Source: an optimization exercise on an open RTL-to-GDS flow (aim: small area, a short achievable clock period and few clock cycles). Production flows keep margins and buffers that such runs may drop. The RTL was checked by simulation tests, not by an equivalence proof against the original design.

==> wip/umber <==
## tpu_top
module tpu_top#(
	parameter ARRAY_SIZE = 8,
	parameter SRAM_DATA_WIDTH = 32,
	parameter DATA_WIDTH = 8,
	parameter OUTPUT_DATA_WIDTH = 16
)
(
	input clk,
	input srstn,
	input tpu_start,
	input [SRAM_DATA_WIDTH-1:0] sram_rdata_w0,
	input [SRAM_DATA_WIDTH-1:0] sram_rdata_w1,
	input [SRAM_DATA_WIDTH-1:0] sram_rdata_d0,
	input [SRAM_DATA_WIDTH-1:0] sram_rdata_d1,
	output [9:0] sram_raddr_w0,
	output [9:0] sram_raddr_w1,
	output [9:0] sram_raddr_d0,
	output [9:0] sram_raddr_d1,
	output sram_write_enable_a0,
	output [ARRAY_SIZE*OUTPUT_DATA_WIDTH-1:0] sram_wdata_a,
	output [5:0] sram_waddr_a,
	output sram_write_enable_b0,
	output [ARRAY_SIZE*OUTPUT_DATA_WIDTH-1:0] sram_wdata_b,
	output [5:0] sram_waddr_b,
	output sram_write_enable_c0,
	output [ARRAY_SIZE*OUTPUT_DATA_WIDTH-1:0] sram_wdata_c,
	output [5:0] sram_waddr_c,
	output tpu_done
);
==> module write_out, before the edit <==
module write_out #(
	parameter NK = 2,
	parameter [NK*5-1:0] KPOS = {5'd12, 5'd6},
	parameter [17:0] CORR = 18'd0
)
(
	input clk,
	input srstn,
	input [5:0] cnt,
	input [5:0] cnt_nx,
	input [8*18-1:0] pbot,
	input [8*NK-1:0] kbot,
	output reg sram_write_enable_a0,
	output [127:0] sram_wdata_a,
	output [5:0] sram_waddr_a,
	output reg sram_write_enable_b0,
	output [127:0] sram_wdata_b,
	output [5:0] sram_waddr_b,
	output reg sram_write_enable_c0,
	output [127:0] sram_wdata_c,
	output [5:0] sram_waddr_c
);
reg [127:0] xw;
reg [127:0] yw;
reg [3:0] addr_ac;
reg addr_b3;
reg odd;         
reg [7:0] lsel;  
reg [7:0] umask;  
wire [5:0] pm_nx = cnt_nx - 6'd10;
wire [5:0] pm = cnt - 6'd10;
integer p;
always @(posedge clk) begin
	odd <= pm_nx[3];
	for (p = 0; p < 8; p = p + 1) begin
		lsel[p] <= (pm_nx[2:0] == p);
		umask[p] <= (pm_nx[2:0] < p);
	end
end
wire [15:0] q [0:7];
genvar s, t;
generate
	for (s = 0; s < 8; s = s + 1) begin : colq
		quantize #(.NK(NK), .KPOS(KPOS), .CORR(CORR)) u (.pc(pbot[s*18 +: 18]), .kc(kbot[s*NK +: NK]), .q(q[s]));
	end
	for (s = 0; s < 8; s = s + 1) begin : slot
		wire [15:0] lt [0:s];
		for (t = 0; t <= s; t = t + 1) begin : lp
			assign lt[t] = (t == 0 ? 16'd0 : lt[t-1]) | ({16{lsel[7-s+t]}} & q[t]);
		end
		wire [15:0] lv = lt[s];
		wire [15:0] uv = {16{umask[s]}} & q[s];
		always @(posedge clk) begin
			xw[s*16 +: 16] <= odd ? uv : lv;
			yw[s*16 +: 16] <= odd ? lv : uv;
		end
	end
endgenerate
always @(posedge clk) begin
	addr_ac <= pm[3:0];
	addr_b3 <= ~pm[3];
	sram_write_enable_a0 <= ~(srstn && cnt >= 6'd10 && cnt <= 6'd24);
	sram_write_enable_b0 <= ~(srstn && cnt >= 6'd18 && cnt <= 6'd32);
	sram_write_enable_c0 <= ~(srstn && cnt >= 6'd26 && cnt <= 6'd40);
end
assign sram_wdata_a = xw;
assign sram_wdata_c = xw;
assign sram_wdata_b = yw;
assign sram_waddr_a = {2'd0, addr_ac};
assign sram_waddr_c = {2'd0, addr_ac};
assign sram_waddr_b = {2'd0, addr_b3, addr_ac[2:0]};
endmodule
==> flow/config.mk <==
export PLATFORM = sky130hd
export DESIGN_NAME = tpu_top
export DESIGN_NICKNAME = tpu_top
export VERILOG_FILES = /design/flow/design.v
export SDC_FILE = /design/flow/constraint.sdc
export NUM_CORES = 8
export LEC_CHECK = 0
export CAP_MARGIN = 20
export CORE_MARGIN = 2
export CORE_UTILIZATION = 55
export SETUP_SLACK_MARGIN = 5
export SLEW_MARGIN = 20
export SYNTH_HIERARCHICAL = 1
==> flow/constraint.sdc <==
create_clock -name core_clock -period 9.0 [get_ports {clk}]
set_input_delay 1.8000 -clock core_clock [delete_from_list [all_inputs] [get_ports {clk}]]
set_output_delay 1.8000 -clock core_clock [all_outputs]
set_load 0.01 [all_outputs]
standard.sh (not shown) runs the stock make flow with config.mk's settings and CLKGATE_MAP_FILE= SYNTH_SCRIPT=/design/flow/synth_recipe.tcl, a recipe that flattens the netlist after the stock synthesis.
==> flow/flow/run.sh <==
#!/bin/bash
set -euo pipefail
MARGIN=$(cat flow/margin.txt)
bash standard.sh SETUP_SLACK_MARGIN=$MARGIN finish > standard_flow.log 2>&1
==> flow/flow/margin.txt <==
6.0
==> wip/sierra (differences from wip/umber) <==
--- a/flow/design.v
+++ b/flow/design.v
@@ -571,17 +571,17 @@
 reg [127:0] yw;
 reg [3:0] addr_ac;
 reg addr_b3;
-reg odd;         
-reg [7:0] lsel;  
-reg [7:0] umask;  
+reg [7:0] xl, yl;   
+reg [7:0] xu, yu;   
 wire [5:0] pm_nx = cnt_nx - 6'd10;
 wire [5:0] pm = cnt - 6'd10;
 integer p;
 always @(posedge clk) begin
-	odd <= pm_nx[3];
 	for (p = 0; p < 8; p = p + 1) begin
-		lsel[p] <= (pm_nx[2:0] == p);
-		umask[p] <= (pm_nx[2:0] < p);
+		xl[p] <= (pm_nx[2:0] == p) & ~pm_nx[3];
+		yl[p] <= (pm_nx[2:0] == p) & pm_nx[3];
+		xu[p] <= (pm_nx[2:0] < p) & pm_nx[3];
+		yu[p] <= (pm_nx[2:0] < p) & ~pm_nx[3];
 	end
 end
 wire [15:0] q [0:7];
@@ -591,15 +591,15 @@
 		quantize #(.NK(NK), .KPOS(KPOS), .CORR(CORR)) u (.pc(pbot[s*18 +: 18]), .kc(kbot[s*NK +: NK]), .q(q[s]));
 	end
 	for (s = 0; s < 8; s = s + 1) begin : slot
-		wire [15:0] lt [0:s];
+		wire [15:0] xt [0:s];
+		wire [15:0] yt [0:s];
 		for (t = 0; t <= s; t = t + 1) begin : lp
-			assign lt[t] = (t == 0 ? 16'd0 : lt[t-1]) | ({16{lsel[7-s+t]}} & q[t]);
+			assign xt[t] = (t == 0 ? 16'd0 : xt[t-1]) | ({16{xl[7-s+t]}} & q[t]);
+			assign yt[t] = (t == 0 ? 16'd0 : yt[t-1]) | ({16{yl[7-s+t]}} & q[t]);
 		end
-		wire [15:0] lv = lt[s];
-		wire [15:0] uv = {16{umask[s]}} & q[s];
 		always @(posedge clk) begin
-			xw[s*16 +: 16] <= odd ? uv : lv;
-			yw[s*16 +: 16] <= odd ? lv : uv;
+			xw[s*16 +: 16] <= xt[s] | ({16{xu[s]}} & q[s]);
+			yw[s*16 +: 16] <= yt[s] | ({16{yu[s]}} & q[s]);
 		end
 	end
 endgenerate
==> flow/flow/margin.txt (replaced) <==
5.5
- CORE_UTILIZATION: 55 -> 65
==> run notes <==
- Clock-pin slew on the worst setup and hold paths: 70 ps
- Status: no timing/DRC/antenna violations
- WL met3: 39,400 µm
- RD Place Congestion: 0.936
- Pre-antenna DRT Iters: 10
- Synth Area in XOR/XNOR: 0.122
- Multi-input gates: 11,800
The numbers above come from wip/umber.

==> run notes <==
- # clk buffers: 450
- Status: no timing/DRC/antenna violations
- I/O pins: 577
- Antenna fix cells: 25
- Area of the multi-input gates: 123,000 µm²
- Pre-antenna DRT Iters: 15
- RD Place Congestion: 0.958
- M1 GR Usage: 0.457
- Clock-pin slew on the worst setup and hold paths: 60 ps
- Buffer share of cell area: 0.0268
- Multi-input gates: 11,800
The numbers above come from wip/sierra.

Testbench counts of wip/umber, summed over its fixed seeds: cycles 4,032.
Testbench counts of wip/sierra, summed over its fixed seeds: cycles 4,032.

==> port drivers added, routing unchanged <==
The results above use ideal ports. As a check the final layouts listed here were re-extracted and re-timed, cells and wires unchanged. Step 1, drivers: a clkbuf_16 drives clk and a buf_2 each remaining input, both assumed. Step 2, shift: input delay + t, output delay - t, t = (earliest + latest rising clock arrival at the registers) / 2. This alone moves slack from input paths to output paths. Three values: ideal ports, drivers, drivers and shift; two values: the first two.
run	t, ns	setup slack, ns	clock arrival spread, ns	pins driven straight from the clock port
wip/umber	1.025	5.650 / 5.548 / 5.027	0.039 / 0.040	1
wip/sierra	1.028	5.477 / 5.404 / 4.675	0.069 / 0.069	1
After both steps setup and hold are still met in every run listed. For wip/sierra, which loses most, drivers alone change the setup slack by -0.073 ns; drivers and shift together by -0.802 ns.
